From an optimization exercise on the open Yosys and OpenROAD flow, aimed at small area, a short achievable clock period and few clock cycles per item; shortcuts taken in it are not production practice.
The RTL was checked by simulation tests, not by an equivalence proof against the original design.
Power is estimated from default activity; no workload was simulated.

`flow/flow/run.sh`:
```
#!/bin/bash
# The standard layout (the standard.sh), with two changes:
#  - synthesis maps additions to ordinary logic cells (ADDER_MAP_FILE empty,
#    so Yosys does not extract full/half-adder cells); registers are unchanged;
#  - the port buffers that placement inserts are the smallest buffer cell,
#    sky130_fd_sc_hd__buf_1, instead of the one OpenROAD picks by default.
#    Every input and output port still gets its buffer.
# Full output in standard.log.
set -euo pipefail
export ADDER_MAP_FILE=
export BUFFER_PORTS_ARGS="-buffer_cell sky130_fd_sc_hd__buf_1"
bash standard.sh > standard.log 2>&1
```
`flow/standard.sh`:
```
#!/bin/bash
# synth_recipe.tcl (not shown) runs the flow's synth.tcl, then flattens the netlist and writes it again
# the make line also repeats each setting of config.mk as NAME=value (left out here)
make -C /OpenROAD-flow-scripts/flow DESIGN_CONFIG=/design/flow/config.mk WORK_HOME=/design/flow/orfs CLKGATE_MAP_FILE= SYNTH_SCRIPT=/design/flow/synth_recipe.tcl "${@:-finish}"
```
`flow/config.mk`:
```
export PLATFORM = sky130hd
export DESIGN_NAME = cordic
export DESIGN_NICKNAME = cordic
export VERILOG_FILES = /design/flow/design.v
export SDC_FILE = /design/flow/constraint.sdc
export NUM_CORES = 4
export LEC_CHECK = 0
export CAP_MARGIN = 20
export CORE_MARGIN = 2
export CORE_UTILIZATION = 40
export SETUP_SLACK_MARGIN = 2.6
export SLEW_MARGIN = 20
```
`flow/constraint.sdc`:
```
create_clock -name core_clock -period 5.5 [get_ports {clk_i}]
set_input_delay 1.1000 -clock core_clock [delete_from_list [all_inputs] [get_ports {clk_i}]]
set_output_delay 1.1000 -clock core_clock [all_outputs]
set_load 0.01 [all_outputs]
```
`flow/design.v`:
```
module cordic #(
    parameter int Width = 16
) (
    input  logic             clk_i,
    input  logic             rst_i,
    input  logic             start_cordic_i,
    input  logic [Width-1:0] x0_i,
    input  logic [Width-1:0] y0_i,
    input  logic [Width-1:0] z0_i,
    output logic [Width-1:0] xn_o,
    output logic [Width-1:0] yn_o,
    output logic [Width-1:0] zn_o,
    output logic             done_tick_cordic_o
);
  function automatic logic [15:0] atan(input logic [3:0] i);
    case (i)
      4'd0: atan = 16'h2D00;
      4'd1: atan = 16'h1A91;
      4'd2: atan = 16'h0E09;
      4'd3: atan = 16'h0720;
      4'd4: atan = 16'h0394;
      4'd5: atan = 16'h01CA;
      4'd6: atan = 16'h00E5;
      4'd7: atan = 16'h0073;
      4'd8: atan = 16'h0039;
      4'd9: atan = 16'h001D;
      4'd10: atan = 16'h000E;
      4'd11: atan = 16'h0007;
      4'd12: atan = 16'h0004;
      4'd13: atan = 16'h0002;
      4'd14: atan = 16'h0001;
      default: atan = 16'h0000;
    endcase
  endfunction
  function automatic logic [15:0] asr(input logic [15:0] v, input int k);
    for (int b = 0; b < 16; b++) asr[b] = (b + k > 15) ? v[15] : v[b + k];
  endfunction
  logic [15:0] x_q, y_q, z_q;
  logic        busy_q;   
  logic        done_q;
  logic neg;
  assign neg = z_q[15];
  logic [15:0] xi, yi;   
  assign xi = x_q ^ {16{neg}};
  assign yi = y_q ^ {16{~neg}};
  logic [15:0] xs, ys, az;
  logic [3:0] lo_q, hi_q;
  logic       last;
  assign last = hi_q[3] & lo_q[2];
  logic [15:0] xl, yl;
  always_comb begin
    xl = 16'd0;
    yl = 16'd0;
    for (int i = 0; i < 4; i++) begin
      xl = xl | ({16{lo_q[i]}} & asr(xi, i));
      yl = yl | ({16{lo_q[i]}} & asr(yi, i));
    end
    xs = 16'd0;
    ys = 16'd0;
    for (int i = 0; i < 4; i++) begin
      xs = xs | ({16{hi_q[i]}} & asr(xl, (4 * i)));
      ys = ys | ({16{hi_q[i]}} & asr(yl, (4 * i)));
    end
    az = 16'd0;
    for (int i = 0; i < 15; i++) begin
      az = az | ({16{hi_q[i/4] & lo_q[i%4]}} & atan(i));
    end
  end
  logic [15:0] x_d, y_d, z_d, azi;
  logic        cx, cy, cz;
  assign cx  = ~neg & busy_q;
  assign cy  = neg & busy_q;
  assign cz  = ~neg & busy_q;
  assign azi = az ^ {16{~neg & busy_q}};
  logic [16:0] x_g0, x_p0;
  assign x_g0 = {x_q & ys, cx};
  assign x_p0 = {x_q ^ ys, 1'b0};
  logic x_g0_, x_p0_;
  assign x_g0_ = x_g0[1] | (x_p0[1] & x_g0[0]);
  assign x_p0_ = x_p0[1] & x_p0[0];
  logic x_g1_, x_p1_;
  assign x_g1_ = x_g0[3] | (x_p0[3] & x_g0[2]);
  assign x_p1_ = x_p0[3] & x_p0[2];
  logic x_g2_, x_p2_;
  assign x_g2_ = x_g0[5] | (x_p0[5] & x_g0[4]);
  assign x_p2_ = x_p0[5] & x_p0[4];
  logic x_g3_, x_p3_;
  assign x_g3_ = x_g0[7] | (x_p0[7] & x_g0[6]);
  assign x_p3_ = x_p0[7] & x_p0[6];
  logic x_g4_, x_p4_;
  assign x_g4_ = x_g0[9] | (x_p0[9] & x_g0[8]);
  assign x_p4_ = x_p0[9] & x_p0[8];
  logic x_g5_, x_p5_;
  assign x_g5_ = x_g0[11] | (x_p0[11] & x_g0[10]);
  assign x_p5_ = x_p0[11] & x_p0[10];
  logic x_g6_, x_p6_;
  assign x_g6_ = x_g0[13] | (x_p0[13] & x_g0[12]);
  assign x_p6_ = x_p0[13] & x_p0[12];
  logic x_g7_, x_p7_;
  assign x_g7_ = x_g0[15] | (x_p0[15] & x_g0[14]);
  assign x_p7_ = x_p0[15] & x_p0[14];
  logic x_g8_, x_p8_;
  assign x_g8_ = x_g0[2] | (x_p0[2] & x_g0_);
  assign x_p8_ = x_p0[2] & x_p0_;
  logic x_g9_, x_p9_;
  assign x_g9_ = x_g1_ | (x_p1_ & x_g0_);
  assign x_p9_ = x_p1_ & x_p0_;
  logic x_g10_, x_p10_;
  assign x_g10_ = x_g0[6] | (x_p0[6] & x_g2_);
  assign x_p10_ = x_p0[6] & x_p2_;
  logic x_g11_, x_p11_;
  assign x_g11_ = x_g3_ | (x_p3_ & x_g2_);
  assign x_p11_ = x_p3_ & x_p2_;
  logic x_g12_, x_p12_;
  assign x_g12_ = x_g0[10] | (x_p0[10] & x_g4_);
  assign x_p12_ = x_p0[10] & x_p4_;
  logic x_g13_, x_p13_;
  assign x_g13_ = x_g5_ | (x_p5_ & x_g4_);
  assign x_p13_ = x_p5_ & x_p4_;
  logic x_g14_, x_p14_;
  assign x_g14_ = x_g0[14] | (x_p0[14] & x_g6_);
  assign x_p14_ = x_p0[14] & x_p6_;
  logic x_g15_, x_p15_;
  assign x_g15_ = x_g7_ | (x_p7_ & x_g6_);
  assign x_p15_ = x_p7_ & x_p6_;
  logic x_g16_, x_p16_;
  assign x_g16_ = x_g0[4] | (x_p0[4] & x_g9_);
  assign x_p16_ = x_p0[4] & x_p9_;
  logic x_g17_, x_p17_;
  assign x_g17_ = x_g2_ | (x_p2_ & x_g9_);
  assign x_p17_ = x_p2_ & x_p9_;
  logic x_g18_, x_p18_;
  assign x_g18_ = x_g10_ | (x_p10_ & x_g9_);
  assign x_p18_ = x_p10_ & x_p9_;
  logic x_g19_, x_p19_;
  assign x_g19_ = x_g11_ | (x_p11_ & x_g9_);
  assign x_p19_ = x_p11_ & x_p9_;
  logic x_g20_, x_p20_;
  assign x_g20_ = x_g0[12] | (x_p0[12] & x_g13_);
  assign x_p20_ = x_p0[12] & x_p13_;
  logic x_g21_, x_p21_;
  assign x_g21_ = x_g6_ | (x_p6_ & x_g13_);
  assign x_p21_ = x_p6_ & x_p13_;
  logic x_g22_, x_p22_;
  assign x_g22_ = x_g14_ | (x_p14_ & x_g13_);
  assign x_p22_ = x_p14_ & x_p13_;
  logic x_g23_, x_p23_;
  assign x_g23_ = x_g15_ | (x_p15_ & x_g13_);
  assign x_p23_ = x_p15_ & x_p13_;
  logic x_g24_, x_p24_;
  assign x_g24_ = x_g0[8] | (x_p0[8] & x_g19_);
  assign x_p24_ = x_p0[8] & x_p19_;
  logic x_g25_, x_p25_;
  assign x_g25_ = x_g4_ | (x_p4_ & x_g19_);
  assign x_p25_ = x_p4_ & x_p19_;
  logic x_g26_, x_p26_;
  assign x_g26_ = x_g12_ | (x_p12_ & x_g19_);
  assign x_p26_ = x_p12_ & x_p19_;
  logic x_g27_, x_p27_;
  assign x_g27_ = x_g13_ | (x_p13_ & x_g19_);
  assign x_p27_ = x_p13_ & x_p19_;
  logic x_g28_, x_p28_;
  assign x_g28_ = x_g20_ | (x_p20_ & x_g19_);
  assign x_p28_ = x_p20_ & x_p19_;
  logic x_g29_, x_p29_;
  assign x_g29_ = x_g21_ | (x_p21_ & x_g19_);
  assign x_p29_ = x_p21_ & x_p19_;
  logic x_g30_, x_p30_;
  assign x_g30_ = x_g22_ | (x_p22_ & x_g19_);
  assign x_p30_ = x_p22_ & x_p19_;
  logic x_g31_, x_p31_;
  assign x_g31_ = x_g23_ | (x_p23_ & x_g19_);
  assign x_p31_ = x_p23_ & x_p19_;
  logic x_g32_, x_p32_;
  assign x_g32_ = x_g0[16] | (x_p0[16] & x_g31_);
  assign x_p32_ = x_p0[16] & x_p31_;
  assign x_d[0] = x_p0[1] ^ x_g0[0];
  assign x_d[1] = x_p0[2] ^ x_g0_;
  assign x_d[2] = x_p0[3] ^ x_g8_;
  assign x_d[3] = x_p0[4] ^ x_g9_;
  assign x_d[4] = x_p0[5] ^ x_g16_;
  assign x_d[5] = x_p0[6] ^ x_g17_;
  assign x_d[6] = x_p0[7] ^ x_g18_;
  assign x_d[7] = x_p0[8] ^ x_g19_;
  assign x_d[8] = x_p0[9] ^ x_g24_;
  assign x_d[9] = x_p0[10] ^ x_g25_;
  assign x_d[10] = x_p0[11] ^ x_g26_;
  assign x_d[11] = x_p0[12] ^ x_g27_;
  assign x_d[12] = x_p0[13] ^ x_g28_;
  assign x_d[13] = x_p0[14] ^ x_g29_;
  assign x_d[14] = x_p0[15] ^ x_g30_;
  assign x_d[15] = x_p0[16] ^ x_g31_;
  logic [16:0] y_g0, y_p0;
  assign y_g0 = {y_q & xs, cy};
  assign y_p0 = {y_q ^ xs, 1'b0};
  logic y_g0_, y_p0_;
  assign y_g0_ = y_g0[1] | (y_p0[1] & y_g0[0]);
  assign y_p0_ = y_p0[1] & y_p0[0];
  logic y_g1_, y_p1_;
  assign y_g1_ = y_g0[3] | (y_p0[3] & y_g0[2]);
  assign y_p1_ = y_p0[3] & y_p0[2];
  logic y_g2_, y_p2_;
  assign y_g2_ = y_g0[5] | (y_p0[5] & y_g0[4]);
  assign y_p2_ = y_p0[5] & y_p0[4];
  logic y_g3_, y_p3_;
  assign y_g3_ = y_g0[7] | (y_p0[7] & y_g0[6]);
  assign y_p3_ = y_p0[7] & y_p0[6];
  logic y_g4_, y_p4_;
  assign y_g4_ = y_g0[9] | (y_p0[9] & y_g0[8]);
  assign y_p4_ = y_p0[9] & y_p0[8];
  logic y_g5_, y_p5_;
  assign y_g5_ = y_g0[11] | (y_p0[11] & y_g0[10]);
  assign y_p5_ = y_p0[11] & y_p0[10];
  logic y_g6_, y_p6_;
  assign y_g6_ = y_g0[13] | (y_p0[13] & y_g0[12]);
  assign y_p6_ = y_p0[13] & y_p0[12];
  logic y_g7_, y_p7_;
  assign y_g7_ = y_g0[15] | (y_p0[15] & y_g0[14]);
  assign y_p7_ = y_p0[15] & y_p0[14];
  logic y_g8_, y_p8_;
  assign y_g8_ = y_g0[2] | (y_p0[2] & y_g0_);
  assign y_p8_ = y_p0[2] & y_p0_;
  logic y_g9_, y_p9_;
  assign y_g9_ = y_g1_ | (y_p1_ & y_g0_);
  assign y_p9_ = y_p1_ & y_p0_;
  logic y_g10_, y_p10_;
  assign y_g10_ = y_g0[6] | (y_p0[6] & y_g2_);
  assign y_p10_ = y_p0[6] & y_p2_;
  logic y_g11_, y_p11_;
  assign y_g11_ = y_g3_ | (y_p3_ & y_g2_);
  assign y_p11_ = y_p3_ & y_p2_;
  logic y_g12_, y_p12_;
  assign y_g12_ = y_g0[10] | (y_p0[10] & y_g4_);
  assign y_p12_ = y_p0[10] & y_p4_;
  logic y_g13_, y_p13_;
  assign y_g13_ = y_g5_ | (y_p5_ & y_g4_);
  assign y_p13_ = y_p5_ & y_p4_;
  logic y_g14_, y_p14_;
  assign y_g14_ = y_g0[14] | (y_p0[14] & y_g6_);
  assign y_p14_ = y_p0[14] & y_p6_;
  logic y_g15_, y_p15_;
  assign y_g15_ = y_g7_ | (y_p7_ & y_g6_);
  assign y_p15_ = y_p7_ & y_p6_;
  logic y_g16_, y_p16_;
  assign y_g16_ = y_g0[4] | (y_p0[4] & y_g9_);
  assign y_p16_ = y_p0[4] & y_p9_;
  logic y_g17_, y_p17_;
  assign y_g17_ = y_g2_ | (y_p2_ & y_g9_);
  assign y_p17_ = y_p2_ & y_p9_;
  logic y_g18_, y_p18_;
  assign y_g18_ = y_g10_ | (y_p10_ & y_g9_);
  assign y_p18_ = y_p10_ & y_p9_;
  logic y_g19_, y_p19_;
  assign y_g19_ = y_g11_ | (y_p11_ & y_g9_);
  assign y_p19_ = y_p11_ & y_p9_;
  logic y_g20_, y_p20_;
  assign y_g20_ = y_g0[12] | (y_p0[12] & y_g13_);
  assign y_p20_ = y_p0[12] & y_p13_;
  logic y_g21_, y_p21_;
  assign y_g21_ = y_g6_ | (y_p6_ & y_g13_);
  assign y_p21_ = y_p6_ & y_p13_;
  logic y_g22_, y_p22_;
  assign y_g22_ = y_g14_ | (y_p14_ & y_g13_);
  assign y_p22_ = y_p14_ & y_p13_;
  logic y_g23_, y_p23_;
  assign y_g23_ = y_g15_ | (y_p15_ & y_g13_);
  assign y_p23_ = y_p15_ & y_p13_;
  logic y_g24_, y_p24_;
  assign y_g24_ = y_g0[8] | (y_p0[8] & y_g19_);
  assign y_p24_ = y_p0[8] & y_p19_;
  logic y_g25_, y_p25_;
  assign y_g25_ = y_g4_ | (y_p4_ & y_g19_);
  assign y_p25_ = y_p4_ & y_p19_;
  logic y_g26_, y_p26_;
  assign y_g26_ = y_g12_ | (y_p12_ & y_g19_);
  assign y_p26_ = y_p12_ & y_p19_;
  logic y_g27_, y_p27_;
  assign y_g27_ = y_g13_ | (y_p13_ & y_g19_);
  assign y_p27_ = y_p13_ & y_p19_;
  logic y_g28_, y_p28_;
  assign y_g28_ = y_g20_ | (y_p20_ & y_g19_);
  assign y_p28_ = y_p20_ & y_p19_;
  logic y_g29_, y_p29_;
  assign y_g29_ = y_g21_ | (y_p21_ & y_g19_);
  assign y_p29_ = y_p21_ & y_p19_;
  logic y_g30_, y_p30_;
  assign y_g30_ = y_g22_ | (y_p22_ & y_g19_);
  assign y_p30_ = y_p22_ & y_p19_;
  logic y_g31_, y_p31_;
  assign y_g31_ = y_g23_ | (y_p23_ & y_g19_);
  assign y_p31_ = y_p23_ & y_p19_;
  logic y_g32_, y_p32_;
  assign y_g32_ = y_g0[16] | (y_p0[16] & y_g31_);
  assign y_p32_ = y_p0[16] & y_p31_;
  assign y_d[0] = y_p0[1] ^ y_g0[0];
  assign y_d[1] = y_p0[2] ^ y_g0_;
  assign y_d[2] = y_p0[3] ^ y_g8_;
  assign y_d[3] = y_p0[4] ^ y_g9_;
  assign y_d[4] = y_p0[5] ^ y_g16_;
  assign y_d[5] = y_p0[6] ^ y_g17_;
  assign y_d[6] = y_p0[7] ^ y_g18_;
  assign y_d[7] = y_p0[8] ^ y_g19_;
  assign y_d[8] = y_p0[9] ^ y_g24_;
  assign y_d[9] = y_p0[10] ^ y_g25_;
  assign y_d[10] = y_p0[11] ^ y_g26_;
  assign y_d[11] = y_p0[12] ^ y_g27_;
  assign y_d[12] = y_p0[13] ^ y_g28_;
  assign y_d[13] = y_p0[14] ^ y_g29_;
  assign y_d[14] = y_p0[15] ^ y_g30_;
  assign y_d[15] = y_p0[16] ^ y_g31_;
  logic [16:0] z_g0, z_p0;
  assign z_g0 = {z_q & azi, cz};
  assign z_p0 = {z_q ^ azi, 1'b0};
  logic z_g0_, z_p0_;
  assign z_g0_ = z_g0[1] | (z_p0[1] & z_g0[0]);
  assign z_p0_ = z_p0[1] & z_p0[0];
  logic z_g1_, z_p1_;
  assign z_g1_ = z_g0[3] | (z_p0[3] & z_g0[2]);
  assign z_p1_ = z_p0[3] & z_p0[2];
  logic z_g2_, z_p2_;
  assign z_g2_ = z_g0[5] | (z_p0[5] & z_g0[4]);
  assign z_p2_ = z_p0[5] & z_p0[4];
  logic z_g3_, z_p3_;
  assign z_g3_ = z_g0[7] | (z_p0[7] & z_g0[6]);
  assign z_p3_ = z_p0[7] & z_p0[6];
  logic z_g4_, z_p4_;
  assign z_g4_ = z_g0[9] | (z_p0[9] & z_g0[8]);
  assign z_p4_ = z_p0[9] & z_p0[8];
  logic z_g5_, z_p5_;
  assign z_g5_ = z_g0[11] | (z_p0[11] & z_g0[10]);
  assign z_p5_ = z_p0[11] & z_p0[10];
  logic z_g6_, z_p6_;
  assign z_g6_ = z_g0[13] | (z_p0[13] & z_g0[12]);
  assign z_p6_ = z_p0[13] & z_p0[12];
  logic z_g7_, z_p7_;
  assign z_g7_ = z_g0[15] | (z_p0[15] & z_g0[14]);
  assign z_p7_ = z_p0[15] & z_p0[14];
  logic z_g8_, z_p8_;
  assign z_g8_ = z_g1_ | (z_p1_ & z_g0_);
  assign z_p8_ = z_p1_ & z_p0_;
  logic z_g9_, z_p9_;
  assign z_g9_ = z_g3_ | (z_p3_ & z_g2_);
  assign z_p9_ = z_p3_ & z_p2_;
  logic z_g10_, z_p10_;
  assign z_g10_ = z_g5_ | (z_p5_ & z_g4_);
  assign z_p10_ = z_p5_ & z_p4_;
  logic z_g11_, z_p11_;
  assign z_g11_ = z_g7_ | (z_p7_ & z_g6_);
  assign z_p11_ = z_p7_ & z_p6_;
  logic z_g12_, z_p12_;
  assign z_g12_ = z_g9_ | (z_p9_ & z_g8_);
  assign z_p12_ = z_p9_ & z_p8_;
  logic z_g13_, z_p13_;
  assign z_g13_ = z_g11_ | (z_p11_ & z_g10_);
  assign z_p13_ = z_p11_ & z_p10_;
  logic z_g14_, z_p14_;
  assign z_g14_ = z_g13_ | (z_p13_ & z_g12_);
  assign z_p14_ = z_p13_ & z_p12_;
  logic z_g15_, z_p15_;
  assign z_g15_ = z_g10_ | (z_p10_ & z_g12_);
  assign z_p15_ = z_p10_ & z_p12_;
  logic z_g16_, z_p16_;
  assign z_g16_ = z_g2_ | (z_p2_ & z_g8_);
  assign z_p16_ = z_p2_ & z_p8_;
  logic z_g17_, z_p17_;
  assign z_g17_ = z_g4_ | (z_p4_ & z_g12_);
  assign z_p17_ = z_p4_ & z_p12_;
  logic z_g18_, z_p18_;
  assign z_g18_ = z_g6_ | (z_p6_ & z_g15_);
  assign z_p18_ = z_p6_ & z_p15_;
  logic z_g19_, z_p19_;
  assign z_g19_ = z_g0[2] | (z_p0[2] & z_g0_);
  assign z_p19_ = z_p0[2] & z_p0_;
  logic z_g20_, z_p20_;
  assign z_g20_ = z_g0[4] | (z_p0[4] & z_g8_);
  assign z_p20_ = z_p0[4] & z_p8_;
  logic z_g21_, z_p21_;
  assign z_g21_ = z_g0[6] | (z_p0[6] & z_g16_);
  assign z_p21_ = z_p0[6] & z_p16_;
  logic z_g22_, z_p22_;
  assign z_g22_ = z_g0[8] | (z_p0[8] & z_g12_);
  assign z_p22_ = z_p0[8] & z_p12_;
  logic z_g23_, z_p23_;
  assign z_g23_ = z_g0[10] | (z_p0[10] & z_g17_);
  assign z_p23_ = z_p0[10] & z_p17_;
  logic z_g24_, z_p24_;
  assign z_g24_ = z_g0[12] | (z_p0[12] & z_g15_);
  assign z_p24_ = z_p0[12] & z_p15_;
  logic z_g25_, z_p25_;
  assign z_g25_ = z_g0[14] | (z_p0[14] & z_g18_);
  assign z_p25_ = z_p0[14] & z_p18_;
  logic z_g26_, z_p26_;
  assign z_g26_ = z_g0[16] | (z_p0[16] & z_g14_);
  assign z_p26_ = z_p0[16] & z_p14_;
  assign z_d[0] = z_p0[1] ^ z_g0[0];
  assign z_d[1] = z_p0[2] ^ z_g0_;
  assign z_d[2] = z_p0[3] ^ z_g19_;
  assign z_d[3] = z_p0[4] ^ z_g8_;
  assign z_d[4] = z_p0[5] ^ z_g20_;
  assign z_d[5] = z_p0[6] ^ z_g16_;
  assign z_d[6] = z_p0[7] ^ z_g21_;
  assign z_d[7] = z_p0[8] ^ z_g12_;
  assign z_d[8] = z_p0[9] ^ z_g22_;
  assign z_d[9] = z_p0[10] ^ z_g17_;
  assign z_d[10] = z_p0[11] ^ z_g23_;
  assign z_d[11] = z_p0[12] ^ z_g15_;
  assign z_d[12] = z_p0[13] ^ z_g24_;
  assign z_d[13] = z_p0[14] ^ z_g18_;
  assign z_d[14] = z_p0[15] ^ z_g25_;
  assign z_d[15] = z_p0[16] ^ z_g14_;
  always_ff @(posedge clk_i) begin
    if (start_cordic_i) begin
      x_q <= x0_i;
      y_q <= y0_i;
      z_q <= z0_i;
    end else begin
      x_q <= x_d;
      y_q <= y_d;
      z_q <= z_d;
    end
  end
  always_ff @(posedge clk_i, posedge rst_i) begin
    if (rst_i) begin
      lo_q   <= 4'd0;
      hi_q   <= 4'd0;
      busy_q <= 1'b0;
      done_q <= 1'b0;
    end else begin
      if (start_cordic_i) begin
        lo_q <= 4'd1;
        hi_q <= 4'd1;
      end else if (last) begin
        lo_q <= 4'd0;
        hi_q <= 4'd0;
      end else begin
        lo_q <= {lo_q[2:0], lo_q[3]};
        if (lo_q[3]) hi_q <= {hi_q[2:0], 1'b0};
      end
      busy_q <= start_cordic_i || (busy_q && !last);
      done_q <= busy_q && last && !start_cordic_i;
    end
  end
  assign xn_o = x_q;
  assign yn_o = y_q;
  assign zn_o = z_q;
  assign done_tick_cordic_o = done_q;
endmodule
```
==> impl_metrics.json, run 1 <==
{
  "final_cells": 1245,
  "cp_top_family": "compound AO/OA/AOI/OAI gates",
  "core-area_um2": 16500,
  "layout_common_cells": "buf_1, nand2_1, buf_4",
  "drt-initial-drc-count": 903,
  "fillers": 1534,
  "hpwlAfterDp_um": 16100,
  "ys_seq_area_share_pct": 17.9,
  "cp_slowest_cell": "dfrtp_4",
  "synthCells": 904,
  "synth_edf_count": 0,
  "gp_congestion": 0.918,
  "ir_drop_v": 0.000408,
  "max_slew.worst_pin.slew_ps": 894,
  "rsz0062_at_grt": "yes",
  "cap_viol_max_count": 0,
  "wirelength_um": 25200,
  "status": "complete, no violations",
  "critical_path.cell_chain": "buf_12 -> or3_4 -> buf_4 -> a22o_1 -> mux2_4 -> a222oi_1 -> nand2_2 -> a21o_1 -> a31oi_4 -> o31ai_4 -> maj3_2 -> maj3_2 -> xnor2_2 -> o21ai_1",
  "p_leak_nw": 3.41,
  "fin_setup_tns_ps": 0,
  "cts.sinks": 58,
  "netlist_area_um2": 6760,
  "routedWlPerCell_um": 20.2,
  "io_buffers": 99,
  "hold_class": "flip-flop to flip-flop",
  "via_per_inst": 6.31,
  "syn-num-nets": 955,
  "antenna_cells": 0,
  "hold_viol_final": 0,
  "grt_pass1_vias": 6992,
  "clkTransAtPathRegs_ps": 60,
  "core.rowCount": 47,
  "final_layout_size_suffix_gt1_share_pct": 27.2,
  "dpl_worst_slack_ps": 1050,
  "fmax_mhz": 250,
  "place_inst": 1148,
  "max_stage_delay_ps": 490,
  "path_depth": 14,
  "cpMostUsedCell": "maj3_2",
  "start_kind": "flip-flop",
  "clock_latency_ps": 350,
  "overflow": 0,
  "synth_cell_types": 87,
  "grt_pass1_wl_um": 37800,
  "ys_ff_latch": 58,
  "reg2reg_depth": 14,
  "min_path_cells": 2,
  "cts_buffer_depth": 2,
  "whs_ps": 535,
  "nNetsFinal": 1071,
  "pwr_density_cell_nw_per_um2": 750,
  "fp.dieH_um": 134,
  "yosysWarnings": 1,
  "timing.final.crit_period_ps": 4000,
  "cp.buffers_inverters": 2,
  "synth_top_area_share_pct": 14.2,
  "cts-htree-levels": 3,
  "die_area_um2": 17900,
  "drc_errors": 0,
  "required_ps": 5720,
  "ys_async_sr_fraction_pct": 17.2,
  "critical_path_class": "flip-flop to flip-flop",
  "initial_core_util_pct": 40.9,
  "avgSynthCellArea_um2": 7.47,
  "grt_antenna_before_repair": 0,
  "drtAntennaViolNets": 0,
  "final_common_cell": "buf_1",
  "die_w_um": 134,
  "slew_viol_final": 0,
  "grt_start_max_net_pins": 69,
  "finClkSkew_ps": 9.50,
  "dr.pass1.iters": 6,
  "synth_ff_type": "dfxtp_1",
  "finalCritPeriodShare_pct": 72.8,
  "io_pins": 100,
  "grt.total_usage_pct": 26.4,
  "finalSetupViolations": 0,
  "area_growth_pct": 34.0,
  "relSlewSlack_pct": 40.3,
  "synthTopCellsByArea": "dfxtp_1, xnor2_1, a22oi_1",
  "crit_path_max_fanout": 7,
  "cts_buffers": 9,
  "arrival_ps": 4220,
  "via_count": 7851,
  "yosys.area.top_type": "dfxtp_1",
  "cts_tree": "yes",
  "cp-end-kind": "flip-flop",
  "root_buffer": "clkbuf_16",
  "fin_ws_ps": 1500
}
[through the flow]
stage	utilization, %	cell area, µm²	total power, mW
5_1_grt	54.8	9050	7.22
4_1_cts	49.4	8160	5.86
3_3_place_gp	43.5	7190	4.84
6_report	54.8	9050	6.79
2_1_floorplan	-	6870	4.04
3_5_place_dp	43.5	7190	4.85
[cell usage after synthesis (all sizes together), types with 12 or more instances]
library cell / n
and2: 14
maj3: 16
or2: 13
inv: 32
nand2b: 33
a21oi: 33
nor2: 45
o21ai: 52
xnor2: 61
mux2: 17
a22oi: 46
buf: 49
nor2b: 26
dfxtp: 48
o22ai: 29
nand3: 30
xor2: 27
nand2: 78
clkbuf: 41
a211oi: 12
[per-layer routing]
metal	track usage, %	wire length (µm)	vias to the layer above
li1	-	-	3590
met1	34.1	10500	3700
met2	41.5	11500	454
met3	6.27	2100	107
met4	12.6	1100	0
met5	0	0	-
[kinds of logic after synthesis]
family                   count (synthesis)  synth area share [%]
XOR/XNOR                                88                  11.4
flip-flops                              58                  17.9
multiplexers                            24                  3.87
AND/OR/NAND/NOR                        287                  21.8
adder cells (fa/ha/maj)                 16                  2.50
AO/OA/AOI/OAI                          309                  34.5
buffers and inverters                  122                  7.98
[what timing repair did]
action,4_1_cts,5_1_grt
hold buffers,0,0
hold endpoints to repair,0,0
gates cloned,2,3
setup endpoints to repair,42,40
resized for setup,70,114
pin swaps,37,53
buffers inserted,42,34
[worst register-to-register path: stages, from the launching register on]
cell and delay, ps:
dfrtp_4 490, buf_12 160, or3_4 340, buf_4 170, a22o_1 210, mux2_4 300, a222oi_1 500, nand2_2 210
a21o_1 230, a31oi_4 210, o31ai_4 130, maj3_2 370, maj3_2 330, xnor2_2 150, o21ai_1 70
[path summary, 6_finish.rpt]
check,startpoint,end,slack [ps]
setup / recovery,lo_q[2],x_q[14],1500
hold / removal,busy_q,busy_q,530
setup reg to reg,lo_q[2],x_q[14],1500
hold reg to reg,busy_q,busy_q,530
max in group asynchronous,rst_i,lo_q[2],4470
min in group asynchronous,rst_i,hi_q[3],700
[layout make-up]
cell class / count / area (µm²) / share of cell area, %
Clock inverter: 5 / 80.1 / 0.885
Timing Repair inverter: 1 / 7.51 / 0.0830
Inverter: 32 / 138 / 1.52
Tap cell: 220 / 275 / 3.04
Sequential cell: 58 / 1230 / 13.6
Timing Repair Buffer: 194 / 1340 / 14.8
Multi-Input combinational cell: 724 / 5740 / 63.4
Clock buffer: 11 / 233 / 2.57
[power by group]
group | total, mW | switching, mW | internal (mW)
Sequential | 1.23 | 0.597 | 0.633
Clock | 0.625 | 0.229 | 0.396
Combinational | 4.94 | 2.45 | 2.49
[sequential cells by signal, summed over array words and instances, names as in the netlist]
name,cells
x_q,16
busy_q,1
lo_q,4
hi_q,4
z_q,16
done_q,1
y_q,16
Testbench counts, summed over its fixed seeds: cycles 8,200, items 512.
==> inputs of run 2 (changes only) <==
--- a/flow/flow/run.sh
+++ b/flow/flow/run.sh
@@ -8,5 +8,6 @@
 # Full output in standard.log.
 set -euo pipefail
 export ADDER_MAP_FILE=
+export RECOVER_POWER=50
 export BUFFER_PORTS_ARGS="-buffer_cell sky130_fd_sc_hd__buf_1"
 bash standard.sh > standard.log 2>&1
--- a/flow/config.mk
+++ b/flow/config.mk
@@ -5,6 +5,7 @@
 export SDC_FILE = /design/flow/constraint.sdc
 export NUM_CORES = 4
 export LEC_CHECK = 0
+export ABC_AREA = 1
 export CAP_MARGIN = 20
 export CORE_MARGIN = 2
 export CORE_UTILIZATION = 40
==> impl_metrics.json, run 2 <==
{
  "max_slew.worst_pin.slew_ps": 908,
  "min_to": "z_q[0]",
  "io_pins": 100,
  "synth_ff_type": "dfxtp_1",
  "grt.total_usage_pct": 23.3,
  "start_kind": "flip-flop",
  "synthTopCellsByArea": "nand2_1, dfxtp_1, nand3_1",
  "synth-xor-area-share_pct": 3.84,
  "synth_compound_area_share_pct": 8.81,
  "r2r_setup_slack_ps": 2850,
  "initial_core_util_pct": 40.5,
  "die_area_um2": 17600,
  "top_regs": "x_q x16, y_q x16, z_q x16",
  "cp_slowest_cell": "dfxtp_4",
  "final_common_cell": "nand2_1",
  "drt-initial-drc-count": 587,
  "max_stage_delay_ps": 440,
  "rsz0062_at_grt": "yes",
  "final_layout_size_suffix_gt1_share_pct": 9.53,
  "required_ps": 5730,
  "min_path_cells": 2,
  "area_growth_pct": 14.6,
  "hold_viol_final": 0,
  "drc_errors": 0,
  "avgSynthCellArea_um2": 5.21,
  "finalCritPeriodShare_pct": 48.2,
  "status": "complete, no violations",
  "core-area_um2": 16300,
  "arrival_ps": 2890,
  "finalSetupViolations": 0,
  "cp-end-kind": "flip-flop",
  "cts_tree": "yes",
  "via_per_inst": 4.84,
  "dr.pass1.iters": 5,
  "fin_util_pct": 46.4,
  "cts_buffers": 9,
  "nNetsFinal": 1410,
  "p_leak_nw": 4.22,
  "synth-simple-area-share_pct": 56.3,
  "synth_most_common_cell": "nand2_1",
  "cts-htree-levels": 3,
  "slew_viol_final": 0,
  "r2r_end": "x_q[9]",
  "fmax_mhz": 377,
  "grt_antenna_before_repair": 0,
  "wirelength_um": 20800,
  "grt_start_max_net_pins": 58,
  "die_w_um": 133,
  "synth_mux_area_share_pct": 0,
  "grt_pass1_vias": 6660,
  "cts.sinks": 58,
  "synth_top_family_by_area": "simple AND/OR/NAND/NOR gates",
  "hold_class": "flip-flop to flip-flop",
  "io_buffers": 99,
  "netlist_area_um2": 6620,
  "routedWlPerCell_um": 13.1,
  "yosysWarnings": 1,
  "synthCells": 1270,
  "via_count": 7673,
  "synthAdderAreaFrac_pct": 0,
  "synth_edf_count": 0,
  "fin_setup_tns_ps": 0,
  "cp_top_family": "simple AND/OR/NAND/NOR gates",
  "overflow": 0,
  "ys_async_sr_fraction_pct": 17.2,
  "fillers": 1921,
  "drtAntennaViolNets": 0,
  "gp_congestion": 0.981,
  "cts_buffer_depth": 2,
  "hpwlAfterDp_um": 15200,
  "ir_drop_v": 0.000244,
  "cp.buffers_inverters": 1,
  "place_inst": 1552,
  "pwr_density_cell_nw_per_um2": 697,
  "syn-num-nets": 1321,
  "regToRegStartpoint": "z_q[15]",
  "whs_ps": 524,
  "antenna_cells": 0,
  "cap_viol_max_count": 0,
  "cpMostUsedCell": "nand2_1",
  "clkTransAtPathRegs_ps": 60,
  "fp.dieH_um": 133,
  "relSlewSlack_pct": 39.4,
  "synth_cell_types": 43,
  "clock_latency_ps": 350,
  "root_buffer": "clkbuf_16",
  "critical_path.cell_chain": "buf_4 -> nand2_1 -> nand3_1 -> nand2_1 -> nor2_1 -> nor2_1 -> nor2_1 -> nand2_1 -> nor2_1 -> o21ai_1 -> nand2_1 -> nand2_2 -> nand2_2 -> nand2_4 -> nand2_1 -> nand3_1 -> nand3_1 -> nand2_1",
  "core.rowCount": 47,
  "final_cells": 1584,
  "ys_ff_latch": 58,
  "grt_pass1_wl_um": 33300,
  "hp-start": "z_q[0]",
  "synth_top_area_share_pct": 28.6,
  "finClkSkew_ps": 9.37,
  "critical_path_class": "flip-flop to flip-flop",
  "layout_common_cells": "nand2_1, nand3_1, inv_1",
  "synthTopCellsByCount": "nand2_1, nand3_1, inv_1, nor2_1, dfxtp_1",
  "timing.final.crit_period_ps": 2650,
  "ys_seq_area_share_pct": 18.3,
  "reg2reg_depth": 18,
  "yosys.area.top_type": "nand2_1",
  "crit_path_max_fanout": 8
}
## run 2: cell count changes after synthesis, moves of 28 or more
cell / before / now
nand2_1: 78 / 505
nand3_1: 30 / 174
inv_1: 30 / 141
nor2_1: 44 / 127
xnor2_1: 61 / 11
a22oi_1: 46 / 0
nand2b_1: 33 / 0
clkbuf_1: 40 / 9
o22ai_1: 28 / 0
## run 2: how the worst max path moves through the flow
stage          slack (ps)  cells past startpoint    start      end
2_1_floorplan        3360                     23  z_q[15]   y_q[8]
3_3_place_gp         2040                     15  z_q[15]  y_q[15]
3_5_place_dp         2010                     20  z_q[15]  y_q[15]
4_1_cts              2640                     21  z_q[15]  x_q[15]
5_1_grt              2560                     23  z_q[15]  x_q[11]
6_report             2850                     18  z_q[15]   x_q[9]
## run 2: cell type report
cell class / instances / area [µm²] / area share, %
multi-input cells: 1009 / 4600 / 60.7
flip-flops and latches: 58 / 1230 / 16.2
inverters: 162 / 628 / 8.28
repair buffers: 119 / 571 / 7.52
well taps: 220 / 275 / 3.63
clock buffers: 10 / 239 / 3.15
clock inverters: 6 / 42.5 / 0.561
## run 2: cells by family after synthesis
kind of cell / count (synthesis)
buffers and inverters: 203
AO/OA/AOI/OAI: 104
flip-flops: 58
AND/OR/NAND/NOR: 876
XOR/XNOR: 29
## run 2: report_power, final
| group | switching (mW) | total (mW) | leakage, nW | internal, mW |
|---|---|---|---|---|
| registers | 0.237 | 0.857 | 0.523 | 0.620 |
| logic | 2.54 | 3.89 | 3.57 | 1.35 |
| clock network | 0.229 | 0.545 | 0.123 | 0.316 |
| total | 3.00 | 5.29 | 4.22 | 2.29 |
## run 2: what timing repair did
item	in CTS	in global routing
gates resized for setup	9	20
hold buffers	0	0
setup buffers	2	14
pin swaps	0	2
setup endpoints to repair	36	31
## run 2: per-stage QoR
| step | power, mW | setup slack (ps) | instance area, µm² |
|---|---|---|---|
| after global placement | 4.55 | 2040 | 7070 |
| after detailed placement | 4.58 | 2010 | 7070 |
| after floorplan | 3.84 | 3360 | 6620 |
| after global routing | 5.92 | 2560 | 7590 |
| final | 5.29 | 2850 | 7590 |
| after CTS | 5.19 | 2640 | 7400 |
## run 2: routing by layer
metal | wire [µm] | global-route usage (%)
met5 | 0 | 0
met4 | 361 | 7.17
met3 | 1340 | 3.87
met2 | 8700 | 35.2
met1 | 10400 | 33.9
## run 2: worst reg2reg max path, cell delays in order (launching register included)
cell,delay [ps]
dfxtp_4,440
buf_4,220
nand2_1,90
nand3_1,70
nand2_1,50
nor2_1,340
nor2_1,70
nor2_1,140
nand2_1,90
nor2_1,130
o21ai_1,160
nand2_1,150
nand2_2,90
nand2_2,100
nand2_4,90
nand2_1,90
nand3_1,70
nand3_1,90
nand2_1,60
==> inputs of run 3 (changes only) <==
--- a/flow/flow/run.sh
+++ b/flow/flow/run.sh
@@ -8,6 +8,5 @@
 # Full output in standard.log.
 set -euo pipefail
 export ADDER_MAP_FILE=
-export RECOVER_POWER=50
 export BUFFER_PORTS_ARGS="-buffer_cell sky130_fd_sc_hd__buf_1"
 bash standard.sh > standard.log 2>&1
--- a/flow/config.mk
+++ b/flow/config.mk
@@ -9,5 +9,6 @@
 export CAP_MARGIN = 20
 export CORE_MARGIN = 2
 export CORE_UTILIZATION = 40
+export CTS_BUF_LIST = sky130_fd_sc_hd__clkbuf_8
 export SETUP_SLACK_MARGIN = 2.6
 export SLEW_MARGIN = 20
==> impl_metrics.json, run 3 <==
{
  "status": "complete, no violations",
  "die_w_um": 133,
  "final_layout_size_suffix_gt1_share_pct": 10.0,
  "p_total_mw": 5.16,
  "required_ps": 5770,
  "arrival_ps": 2940,
  "nNetsFinal": 1412,
  "route.layer.met1.wl_um": 10600,
  "wl_met3_um": 1280,
  "initial_core_util_pct": 40.5,
  "synth_ff_type": "dfxtp_1",
  "final_common_cell": "nand2_1",
  "routedWlPerCell_um": 13.3,
  "max_stage_delay_ps": 430,
  "slew_viol_final": 0,
  "die_area_um2": 17600,
  "fin_setup_tns_ps": 0,
  "r2r_end": "y_q[15]",
  "regToRegStartpoint": "lo_q[1]",
  "cts_buffers": 9,
  "pwr_density_cell_nw_per_um2": 686,
  "netlist_area_um2": 6620,
  "crit_path_max_fanout": 28,
  "via_per_inst": 4.87,
  "relSlewSlack_pct": 38.8,
  "cts_tree": "yes",
  "gp_congestion": 0.981,
  "root_buffer": "clkbuf_8",
  "via_count": 7721,
  "clock_latency_ps": 370,
  "grt_pass1_vias": 6674,
  "dr.pass1.iters": 5,
  "r2r_setup_slack_ps": 2830,
  "overflow": 0,
  "ys_ff_latch": 58,
  "io_pins": 100,
  "max_slew.worst_pin.slew_ps": 917,
  "syn-num-nets": 1321,
  "synthCells": 1270,
  "drc_errors": 0,
  "avgSynthCellArea_um2": 5.21,
  "yosysWarnings": 1,
  "critical_path_class": "flip-flop to flip-flop",
  "dr.max_layer_used": "met4",
  "finalCritPeriodShare_pct": 48.6,
  "io_buffers": 99,
  "core-area_um2": 16300,
  "antenna_cells": 0,
  "layout_common_cells": "nand2_1, nand3_1, inv_1",
  "final_cells": 1586,
  "start_kind": "flip-flop",
  "synth_top_area_share_pct": 28.6,
  "cts.sinks": 58,
  "finalSetupViolations": 0,
  "ys_seq_area_share_pct": 18.3,
  "core.rowCount": 47,
  "grt_start_max_net_pins": 58,
  "synthTopCellsByCount": "nand2_1, nand3_1, inv_1, nor2_1, dfxtp_1",
  "area_growth_pct": 13.8,
  "grt_antenna_before_repair": 0,
  "place_inst": 1552,
  "drtAntennaViolNets": 0,
  "cap_viol_max_count": 0,
  "min_path_cells": 2,
  "synth_edf_count": 0,
  "critical_path.cell_chain": "buf_6 -> inv_1 -> nand3_1 -> nand2_1 -> nor2_1 -> inv_1 -> nand2_1 -> a21oi_2 -> nand2_1 -> nand2_1 -> nand2_1 -> nand2_2 -> nor2_1 -> nor2_4 -> nand2_8 -> nand2_2 -> nand2_1 -> nand2_1 -> nand3_1 -> nand2_1",
  "reg2reg_depth": 20,
  "cts.hold.buffers_added": 0,
  "min_to": "z_q[0]",
  "fmax_mhz": 374,
  "hold_class": "flip-flop to flip-flop",
  "timing.final.crit_period_ps": 2670,
  "fp.dieH_um": 133,
  "rsz0062_at_grt": "no",
  "clkTransAtPathRegs_ps": 80,
  "cp-end-kind": "flip-flop",
  "cts_buffer_depth": 2,
  "finClkSkew_ps": 10.1,
  "ir_drop_v": 0.000236,
  "ys_async_sr_fraction_pct": 17.2,
  "grt_pass1_wl_um": 33200,
  "wirelength_um": 21000,
  "grt.total_usage_pct": 23.2,
  "top_regs": "x_q x16, y_q x16, z_q x16",
  "yosys.area.top_type": "nand2_1",
  "fin_util_pct": 46.1,
  "hp-start": "z_q[0]",
  "synth_most_common_cell": "nand2_1",
  "drt-initial-drc-count": 576,
  "hpwlAfterDp_um": 15200,
  "synthTopCellsByArea": "nand2_1, dfxtp_1, nand3_1",
  "hold_viol_final": 0,
  "cts-htree-levels": 3,
  "met2_length_um": 8720,
  "whs_ps": 530,
  "synth_cell_types": 43,
  "p_leak_nw": 4.20,
  "cp_slowest_cell": "dfrtp_1",
  "cpMostUsedCell": "nand2_1"
}
[run 3: changes by cell type in the layout (fill, tap and decap cells not counted), sizes merged]
| cell | change |
|---|---|
| buf | -1 |
| clkbuf | +3 |
[run 3: per-stage QoR]
step	cell area, µm²	setup slack, ps
6_report	7530	2830
3_5_place_dp	7070	2010
4_1_cts	7310	2640
3_3_place_gp	7070	2040
5_1_grt	7530	2600
2_1_floorplan	6620	3360
[run 3: cell type report]
cell class                 instances  area [µm²]
clock buffer                      10         138
clock inverter                     6        42.5
fill                            1925        8820
inverter                         162         628
multi-input combinational       1009        4620
sequential                        58        1230
tap                              220         275
timing repair buffer             121         597
[run 3: kinds of logic (layout without fill, tap and decap cells)]
kind of cell | after synthesis | in the layout | share of synthesized area [%]
simple gates | 876 | 876 | 56.3
buf+inv | 203 | 299 | 12.7
compound gates | 104 | 104 | 8.81
flops | 58 | 58 | 18.3
xor+xnor | 29 | 29 | 3.84
[run 3: metal layers]
layer  GRT usage, %  vias to the layer above
li1               -                     4146
met1           33.6                     3314
met2           34.9                      234
met3           3.91                       27
met4           7.83                        0
met5              0                        -
[run 3: repair_timing]
action / CTS / global route
endpoints found under the setup margin: 36 / 28
gates cloned: 0 / 1
resized for setup: 8 / 25
setup buffers: 3 / 14
pin swaps: 0 / 3
endpoints found under the hold margin: 0 / 0
[run 3: power by group]
group / total [mW] / switching (mW) / internal, mW
Clock: 0.382 / 0.208 / 0.174
Combinational: 3.93 / 2.55 / 1.37
Sequential: 0.856 / 0.238 / 0.619
Total: 5.16 / 3.00 / 2.16
[run 3: how the worst max path moves through the flow]
stage,from,endpoint,cells past startpoint
final,lo_q[1],y_q[15],20
after global routing,lo_q[1],x_q[11],20
after CTS,z_q[15],x_q[15],21
after detailed placement,z_q[15],y_q[15],20
after global placement,z_q[15],y_q[15],15
after floorplan,z_q[15],y_q[8],23
[run 3: critical path: cells and delay by family (launching register included)]
family                 cells  cell delay (ps)
and+or+nand+nor           16             1560
buffers and inverters      3              520
DFF                        1              430
AOI/OAI and AO/OA          1               40
==> inputs of run 4 (changes only) <==
--- a/flow/config.mk
+++ b/flow/config.mk
@@ -9,6 +9,5 @@
 export CAP_MARGIN = 20
 export CORE_MARGIN = 2
 export CORE_UTILIZATION = 40
-export CTS_BUF_LIST = sky130_fd_sc_hd__clkbuf_8
-export SETUP_SLACK_MARGIN = 2.6
+export SETUP_SLACK_MARGIN = 2.0
 export SLEW_MARGIN = 20
==> impl_metrics.json, run 4 <==
{
  "gp_congestion": 0.981,
  "finalCritPeriodShare_pct": 57.2,
  "final_cells": 1568,
  "yosys.area.top_type": "nand2_1",
  "required_ps": 5740,
  "synthCells": 1270,
  "avgSynthCellArea_um2": 5.21,
  "synthAdderAreaFrac_pct": 0,
  "synth_top_area_share_pct": 28.6,
  "die_w_um": 133,
  "grt_pass1_vias": 6591,
  "hpwlAfterDp_um": 15200,
  "p_leak_nw": 4.14,
  "ys_ff_latch": 58,
  "intPower_mw": 2.20,
  "final_layout_size_suffix_gt1_share_pct": 7.20,
  "clock_latency_ps": 350,
  "layout_common_cells": "nand2_1, nand3_1, inv_1",
  "finalSetupViolations": 0,
  "synth_edf_count": 0,
  "relSlewSlack_pct": 40.4,
  "via_count": 7592,
  "hold_viol_final": 0,
  "top_regs": "x_q x16, y_q x16, z_q x16",
  "via_per_inst": 4.84,
  "synth-xor-area-share_pct": 3.84,
  "netlist_area_um2": 6620,
  "drt-initial-drc-count": 629,
  "cts.sinks": 58,
  "cts_buffers": 9,
  "rsz0062_at_grt": "no",
  "hold_class": "flip-flop to flip-flop",
  "grt_pass1_wl_um": 33000,
  "place_inst": 1552,
  "fin_setup_tns_ps": 0,
  "clkTransAtPathRegs_ps": 60,
  "drc_errors": 0,
  "seq_area_um2": 1220,
  "pwr_density_cell_nw_per_um2": 700,
  "synth_top_family_by_area": "simple AND/OR/NAND/NOR gates",
  "p_sw_mw": 2.95,
  "critical_path_class": "flip-flop to flip-flop",
  "crit_path_max_fanout": 22,
  "fillers": 1938,
  "die_area_um2": 17600,
  "arrival_ps": 3380,
  "synth_most_common_cell": "nand2_1",
  "nNetsFinal": 1394,
  "cap_viol_max_count": 0,
  "grt_antenna_before_repair": 0,
  "yosysWarnings": 1,
  "synth_cell_types": 43,
  "grt.total_usage_pct": 23.0,
  "timing.final.crit_period_ps": 3140,
  "grt_start_max_net_pins": 58,
  "ys_seq_area_share_pct": 18.3,
  "core-area_um2": 16300,
  "overflow": 0,
  "clkPwrFrac_pct": 10.5,
  "cts_setup_buffers": 0,
  "synthTopCellsByArea": "nand2_1, dfxtp_1, nand3_1",
  "p_seq_share_pct": 17.6,
  "cts-htree-levels": 3,
  "wirelength_um": 20100,
  "fmax_mhz": 318,
  "core.rowCount": 47,
  "combPwrFrac_pct": 71.9,
  "drtAntennaViolNets": 0,
  "io_pins": 100,
  "max_slew.worst_pin.slew_ps": 894,
  "status": "complete, no violations",
  "synth-simple-area-share_pct": 56.3,
  "fp.dieH_um": 133,
  "syn-num-nets": 1321,
  "final_common_cell": "nand2_1",
  "cts_tree": "yes",
  "cp-end-kind": "flip-flop",
  "io_buffers": 99,
  "fin_area_um2": 7350,
  "initial_core_util_pct": 40.5,
  "synthTopCellsByCount": "nand2_1, nand3_1, inv_1, nor2_1, dfxtp_1",
  "dr.pass1.iters": 7,
  "ir_drop_v": 0.000244,
  "cts_buffer_depth": 2,
  "multiInputGateArea_um2": 4570,
  "start_kind": "flip-flop",
  "area_growth_pct": 11.1,
  "routedWlPerCell_um": 12.8,
  "antenna_cells": 0,
  "netSwitchingFraction_pct": 57.2,
  "fin_util_pct": 45.0,
  "synth_mux_area_share_pct": 0,
  "finClkSkew_ps": 8.50,
  "slew_viol_final": 0,
  "synth_compound_area_share_pct": 8.81,
  "synth_ff_type": "dfxtp_1",
  "placedInstanceArea_um2": 7070,
  "root_buffer": "clkbuf_16",
  "ys_async_sr_fraction_pct": 17.2
}
## run 4: critical path: stages, from the launching register on
cell     delay [ps]
dfrtp_1         910
inv_1           540
nor2_1          270
nor2_1           70
nand2_1          80
nor2_1           60
o21ai_1         330
nand2_1         150
nand2_2         130
nand2_2          80
nand2_4         110
nand2_1          70
nand2_1          60
nand2_1          50
nand3_1          60
nand2_1          60
## run 4: area by class of cell
class                      instances  area share, %
clock buffer                      10           3.25
sequential                        58           16.5
timing repair buffer             103           5.48
inverter                         162           8.30
multi-input combinational       1009           62.1
tap                              220           3.74
clock inverter                     6          0.579
## run 4: logic make-up (layout without fill, tap and decap cells)
kind of cell	after synthesis	after routing
AND/OR/NAND/NOR	876	876
buffers and inverters	203	281
AO/OA/AOI/OAI	104	104
flip-flops	58	58
XOR/XNOR	29	29
## run 4: repair_timing
item / in CTS / in global routing
hold buffers: 0 / 0
endpoints found under the setup margin: 3 / 16
resized for setup: 1 / 1
## run 4: worst paths after layout
kind	cells past startpoint	endpoint	startpoint	slack, ps
setup / recovery	15	x_q[15]	hi_q[0]	2360
hold reg to reg	2	z_q[0]	z_q[0]	520
hold / removal	2	z_q[0]	z_q[0]	520
max in group asynchronous	2	lo_q[0]	rst_i	4450
min in group asynchronous	2	lo_q[2]	rst_i	720
setup reg to reg	15	x_q[15]	hi_q[0]	2360
## run 4: layer usage
layer / track usage (%) / wire [µm] / vias to the layer above
met4: 7.11 / 337 / 0
met5: 0 / 0 / -
met2: 34.5 / 8310 / 198
met1: 33.7 / 10400 / 3265
met3: 3.68 / 1010 / 22
li1: - / - / 4107
## run 4: through the flow
step           total power [mW]  hold WS, ps  worst slack, ps
2_1_floorplan              3.84          529             3360
3_3_place_gp               4.55          508             2040
3_5_place_dp               4.58          520             2010
4_1_cts                    5.15          528             2250
5_1_grt                    5.78          555             2070
6_report                   5.14          522             2360
## run 4: power by group through the flow
stage          clock network (mW)  registers [mW]  logic [mW]
2_1_floorplan                   0           0.867        2.98
5_1_grt                     0.572           0.941        4.26
3_5_place_dp                    0           0.909        3.67
4_1_cts                     0.555           0.904        3.69
3_3_place_gp                    0           0.910        3.64
6_report                    0.541           0.904        3.70
==> inputs of run 5 (changes only) <==
--- a/flow/config.mk
+++ b/flow/config.mk
@@ -9,5 +9,5 @@
 export CAP_MARGIN = 20
 export CORE_MARGIN = 2
 export CORE_UTILIZATION = 40
-export SETUP_SLACK_MARGIN = 2.0
+export SETUP_SLACK_MARGIN = 2.9
 export SLEW_MARGIN = 20
==> impl_metrics.json, run 5 <==
{
  "avgSynthCellArea_um2": 5.21,
  "hpwlAfterDp_um": 15200,
  "gp_congestion": 0.981,
  "synth_ff_type": "dfxtp_1",
  "synthCells": 1270,
  "synth_compound_area_share_pct": 8.81,
  "cpMostUsedCell": "nand2_1",
  "max_stage_delay_ps": 440,
  "critical_path.cell_chain": "buf_6 -> buf_6 -> buf_12 -> nand2_2 -> and2_4 -> nand2_1 -> nand2_1 -> nor2_4 -> nor2_1 -> nor2_2 -> nand2_1 -> nand2_2 -> nand2_2 -> inv_2 -> nand2_1 -> nor2_2 -> nand2_4 -> nand2_8 -> nand2_2 -> nand2_1 -> nand2_1 -> nand3_1 -> nand2_1",
  "clkTransAtPathRegs_ps": 60,
  "cts_buffer_depth": 2,
  "synth_cell_types": 43,
  "cts_buffers": 9,
  "slew_viol_final": 0,
  "place_inst": 1552,
  "ys_seq_area_share_pct": 18.3,
  "core-area_um2": 16300,
  "io_buffers": 99,
  "relSlewSlack_pct": 57.6,
  "synth_most_common_cell": "nand2_1",
  "synth-simple-area-share_pct": 56.3,
  "finClkSkew_ps": 8.90,
  "grt.total_usage_pct": 23.8,
  "critical_path_class": "flip-flop to flip-flop",
  "core.rowCount": 47,
  "start_kind": "flip-flop",
  "cts-htree-levels": 3,
  "cap_viol_max_count": 0,
  "ir_drop_v": 0.000261,
  "yosysWarnings": 1,
  "overflow": 0,
  "startpoint": "z_q[15]",
  "hp-start": "z_q[0]",
  "syn-num-nets": 1321,
  "grt_start_max_net_pins": 58,
  "min_to": "z_q[0]",
  "initial_core_util_pct": 40.5,
  "ys_ff_latch": 58,
  "die_area_um2": 17600,
  "drt-initial-drc-count": 621,
  "finalCritPeriodShare_pct": 47.4,
  "max_slew.worst_pin.slew_ps": 636,
  "layout_common_cells": "nand2_1, nand3_1, inv_1",
  "grt_pass1_wl_um": 34000,
  "required_ps": 5740,
  "regToRegStartpoint": "z_q[15]",
  "via_per_inst": 4.98,
  "hold_class": "flip-flop to flip-flop",
  "cts.hold.buffers_added": 0,
  "routedWlPerCell_um": 13.9,
  "cp_slowest_cell": "dfxtp_4",
  "synthAdderAreaFrac_pct": 0,
  "pwr_density_cell_nw_per_um2": 716,
  "timing.final.crit_period_ps": 2610,
  "fin_setup_tns_ps": 0,
  "synthTopCellsByArea": "nand2_1, dfxtp_1, nand3_1",
  "wirelength_um": 22500,
  "clock_latency_ps": 350,
  "io_pins": 100,
  "dr.pass1.iters": 6,
  "top_regs": "x_q x16, y_q x16, z_q x16",
  "crit_path_max_fanout": 8,
  "grt_pass1_vias": 6756,
  "p_leak_nw": 4.54,
  "rsz0062_at_grt": "yes",
  "yosys.area.top_type": "nand2_1",
  "arrival_ps": 2850,
  "fmax_mhz": 384,
  "final_common_cell": "nand2_1",
  "final_cells": 1617,
  "r2r_end": "y_q[9]",
  "cts.sinks": 58,
  "nNetsFinal": 1443,
  "netlist_area_um2": 6620,
  "die_w_um": 133,
  "synth_mux_area_share_pct": 0,
  "fp.dieH_um": 133,
  "grt_antenna_before_repair": 0,
  "cts_tree": "yes",
  "antenna_cells": 0,
  "via_count": 8046,
  "synth_top_family_by_area": "simple AND/OR/NAND/NOR gates",
  "hold_viol_final": 0,
  "root_buffer": "clkbuf_16",
  "status": "complete, no violations",
  "synth_edf_count": 0,
  "synth_top_area_share_pct": 28.6,
  "area_growth_pct": 26.8,
  "synth-xor-area-share_pct": 3.84,
  "min_path_cells": 2,
  "final_layout_size_suffix_gt1_share_pct": 19.0,
  "r2r_setup_slack_ps": 2890,
  "drc_errors": 0,
  "ys_async_sr_fraction_pct": 17.2,
  "synthTopCellsByCount": "nand2_1, nand3_1, inv_1, nor2_1, dfxtp_1",
  "reg2reg_depth": 23,
  "finalSetupViolations": 0,
  "drtAntennaViolNets": 0,
  "cp-end-kind": "flip-flop"
}
==> run 5: worst max path at each step <==
| stage | endpoint | cells after the start |
|---|---|---|
| final | y_q[9] | 23 |
| after global routing | x_q[11] | 19 |
| after CTS | y_q[15] | 20 |
| after detailed placement | y_q[15] | 20 |
| after global placement | y_q[15] | 15 |
| after floorplan | y_q[8] | 23 |
==> run 5: layout make-up <==
class                           instances  area, µm²
Sequential cell                        58       1230
Tap cell                              220        275
Multi-Input combinational cell       1009       5030
Clock buffer                           10        239
Inverter                              162        643
Timing Repair Buffer                  150        905
Clock inverter                          6       42.5
Timing Repair inverter                  2       20.0
Fill cell                            1802       7960
==> run 5: worst max-delay path: cells and delay by family, from the launching register on <==
kind,cells,cell delay [ps]
simple gates,19,1690
flops,1,440
buf+inv,4,370
==> run 5: report_power, final <==
part	total, mW	switching, mW	internal, mW
sequential	0.870	0.250	0.620
combinational	4.59	2.88	1.72
clock	0.547	0.231	0.316
==> run 5: logic make-up after synthesis <==
kind of cell	count (synthesis)
xor gates and xnor gates	29
and+or+nand+nor	876
AOI/OAI and AO/OA	104
DFF	58
buffers and inverters	203
==> run 5: repair_timing <==
| item | 4_1_cts | 5_1_grt |
|---|---|---|
| gates resized for setup | 25 | 159 |
| setup buffers | 11 | 33 |
| hold endpoints to repair | 0 | 0 |
| setup endpoints to repair | 44 | 35 |
| pin swaps | 1 | 40 |
| gates cloned | 0 | 5 |
==> run 5: per-stage QoR <==
| step | setup WS (ps) | area (µm²) | hold WS, ps | total power [mW] | utilization, % |
|---|---|---|---|---|---|
| 2_1_floorplan | 3360 | 6620 | 529 | 3.84 | - |
| 3_3_place_gp | 2040 | 7070 | 508 | 4.55 | 43.2 |
| 3_5_place_dp | 2010 | 7070 | 520 | 4.58 | 43.2 |
| 4_1_cts | 2900 | 7540 | 528 | 5.26 | 46.1 |
| 5_1_grt | 2730 | 8390 | 555 | 6.62 | 51.3 |
| 6_report | 2890 | 8390 | 526 | 6.01 | 51.3 |
==> run 5: routing by layer <==
layer	share of wire (%)	global-route usage, %
met5	0	0
met4	1.3	6.99
met3	7.3	4.18
met2	44	36.5
met1	48	34.2
==> inputs of run 6 (changes only) <==
--- a/flow/config.mk
+++ b/flow/config.mk
@@ -9,5 +9,5 @@
 export CAP_MARGIN = 20
 export CORE_MARGIN = 2
 export CORE_UTILIZATION = 40
-export SETUP_SLACK_MARGIN = 2.9
+export SETUP_SLACK_MARGIN = 3.2
 export SLEW_MARGIN = 20
==> impl_metrics.json, run 6 <==
{
  "status": "complete, no violations",
  "synth_ff_type": "dfxtp_1",
  "synth_cell_types": 43,
  "synth_most_common_cell": "nand2_1",
  "grt.total_usage_pct": 25.0,
  "clock_latency_ps": 350,
  "gp_congestion": 0.981,
  "start_kind": "flip-flop",
  "fin_area_um2": 9200,
  "critical_path_class": "flip-flop to flip-flop",
  "finClkSkew_ps": 9.89,
  "area_growth_pct": 39.0,
  "multiInputGateArea_um2": 5550,
  "io_pins": 100,
  "synthTopCellsByCount": "nand2_1, nand3_1, inv_1, nor2_1, dfxtp_1",
  "synth_top_area_share_pct": 28.6,
  "cts_buffer_depth": 2,
  "cts-htree-levels": 3,
  "grt_start_max_net_pins": 58,
  "grt_pass1_wl_um": 35500,
  "hpwlAfterDp_um": 15200,
  "finalCritPeriodShare_pct": 47.2,
  "synthCells": 1270,
  "fillers": 1700,
  "die_w_um": 133,
  "cpMostUsedCell": "nand2_1",
  "die_area_um2": 17600,
  "rsz0062_at_grt": "yes",
  "synth_edf_count": 0,
  "grt_antenna_before_repair": 0,
  "crit_path_max_fanout": 8,
  "via_count": 8273,
  "max_stage_delay_ps": 420,
  "arrival_ps": 2840,
  "cts_buffers": 9,
  "wirelength_um": 23800,
  "drt-initial-drc-count": 643,
  "cts.hold.buffers_added": 0,
  "cts_tree": "yes",
  "core-area_um2": 16300,
  "fin_setup_tns_ps": 0,
  "cap_viol_max_count": 0,
  "fmax_mhz": 385,
  "critical_path.cell_chain": "buf_12 -> buf_12 -> nand2_1 -> nand3_1 -> o21ai_1 -> o21ai_0 -> nand2_1 -> nand2_1 -> nand2_2 -> nand2_4 -> nor2_2 -> nor2_4 -> nand2_8 -> nand2_2 -> nand3_1 -> nand3_1 -> nand2_1",
  "seq_area_um2": 1230,
  "avgSynthCellArea_um2": 5.21,
  "yosysWarnings": 1,
  "cp_top_family": "simple AND/OR/NAND/NOR gates",
  "netlist_area_um2": 6620,
  "cts.sinks": 58,
  "overflow": 0,
  "drc_errors": 0,
  "slew_viol_final": 0,
  "syn-num-nets": 1321,
  "cp_slowest_cell": "dfxtp_4",
  "ys_ff_latch": 58,
  "drtAntennaViolNets": 0,
  "via_per_inst": 5.04,
  "layout_common_cells": "nand2_1, nand3_1, inv_1",
  "top_regs": "x_q x16, y_q x16, z_q x16",
  "final_common_cell": "nand2_1",
  "final_layout_size_suffix_gt1_share_pct": 28.1,
  "timing.final.crit_period_ps": 2600,
  "ys_async_sr_fraction_pct": 17.2,
  "hold_class": "flip-flop to flip-flop",
  "pwr_density_cell_nw_per_um2": 724,
  "hold_viol_final": 0,
  "max_slew.worst_pin.slew_ps": 657,
  "grt_pass1_vias": 7002,
  "required_ps": 5740,
  "yosys.area.top_type": "nand2_1",
  "ys_seq_area_share_pct": 18.3,
  "fin_util_pct": 56.3,
  "ir_drop_v": 0.000288,
  "dr.pass1.iters": 6,
  "initial_core_util_pct": 40.5,
  "cp-end-kind": "flip-flop",
  "placedInstanceArea_um2": 7070,
  "routedWlPerCell_um": 14.5,
  "relSlewSlack_pct": 56.2,
  "nNetsFinal": 1467,
  "synthTopCellsByArea": "nand2_1, dfxtp_1, nand3_1",
  "p_leak_nw": 4.87,
  "finalSetupViolations": 0,
  "core.rowCount": 47,
  "fp.dieH_um": 133,
  "clkTransAtPathRegs_ps": 60,
  "root_buffer": "clkbuf_16",
  "io_buffers": 99,
  "antenna_cells": 0,
  "cp.buffers_inverters": 2
}
run 6: cell counts after synthesis:
No cell type changed its count.
run 6: power by group:
part,internal (mW),switching [mW]
Combinational,2.02,3.20
Clock,0.316,0.234
Sequential,0.620,0.266
Total,2.96,3.70
run 6: cells by family (layout without fill, tap and decap cells):
| group | count (synthesis) | after routing | share of synthesized area, % |
|---|---|---|---|
| AO/OA/AOI/OAI | 104 | 104 | 8.81 |
| XOR/XNOR | 29 | 29 | 3.84 |
| buffers and inverters | 203 | 354 | 12.7 |
| flip-flops | 58 | 58 | 18.3 |
| AND/OR/NAND/NOR | 876 | 876 | 56.3 |
run 6: final cells by class:
type | instances | share of cell area (%)
sequential | 58 | 13.4
tap | 220 | 2.99
timing repair buffer | 175 | 13.0
clock inverter | 6 | 0.462
multi-input combinational | 1009 | 60.3
clock buffer | 10 | 2.60
inverter | 162 | 7.15
timing repair inverter | 1 | 0.122
run 6: worst paths after layout:
kind                       startpoint       to  slack, ps  cells past startpoint
hold / removal                 z_q[0]   z_q[0]        530                      2
max in group asynchronous       rst_i  hi_q[1]       4420                      2
min in group asynchronous       rst_i  lo_q[0]        720                      2
setup / recovery              z_q[15]  y_q[14]       2900                     17
hold reg to reg                z_q[0]   z_q[0]        530                      2
setup reg to reg              z_q[15]  y_q[14]       2900                     17
run 6: worst min-delay path, cell delays in order (launching register included):
cell	delay, ps
dfxtp_1	330
nand3_1	80
a31oi_1	70
run 6: layer usage:
metal / routed length [µm] / global-route usage, % / up-vias
li1: - / - / 4261
met3: 1660 / 4.25 / 52
met2: 10500 / 39.0 / 299
met4: 751 / 8.60 / 0
met1: 10900 / 34.9 / 3661
met5: 0 / 0 / -
run 6: metrics by stage:
step | hold slack, ps | power, mW | setup slack, ps | instances
global route | 555 | 7.27 | 2810 | 1641
detailed placement | 520 | 4.58 | 2010 | 1552
global placement | 508 | 4.55 | 2040 | 1552
CTS | 528 | 5.62 | 2980 | 1602
floorplan | 529 | 3.84 | 3360 | 1270
finish | 529 | 6.66 | 2900 | 1641
run 6: what timing repair did:
item / 4_1_cts / 5_1_grt
buffers inserted: 31 / 36
pin swaps: 11 / 105
resized for setup: 103 / 238
cloned: 3 / 3
endpoints found under the setup margin: 51 / 41
hold endpoints to repair: 0 / 0

port drivers added, routing unchanged:
No port has a modelled driver above. Below, the same layouts with a new extraction and two added sets of constraints. Step 1 (the two cells are an assumption about what drives the block):
set clk [get_ports {clk_i}]
set_driving_cell -lib_cell sky130_fd_sc_hd__clkbuf_16 $clk
set_driving_cell -lib_cell sky130_fd_sc_hd__buf_2 [delete_from_list [all_inputs] $clk]
Step 2 times the ports against the registers' clock, not the clock port: input delays grow and output delays shrink by t, the midpoint of the rising clock arrivals with the driver on. Slacks: ideal / step 1 / step 2; pairs: ideal / step 1.
run | t (ns) | setup slack, ns | clock arrival spread, ns
run 1 | 0.397 | 1.498 / 1.498 / 1.498 | 0.010 / 0.010
run 2 | 0.390 | 2.846 / 2.846 / 2.685 | 0.009 / 0.010
run 3 | 0.411 | 2.827 / 2.827 / 2.677 | 0.010 / 0.010
run 4 | 0.388 | 2.355 / 2.355 / 2.355 | 0.008 / 0.009
run 5 | 0.389 | 2.893 / 2.893 / 2.893 | 0.008 / 0.008
run 6 | 0.395 | 2.902 / 2.902 / 2.902 | 0.010 / 0.010
After both steps every run listed still meets setup and hold. The setup slack of run 2, which loses most, moves by 0.000 ns with the drivers and by -0.161 ns with both steps.
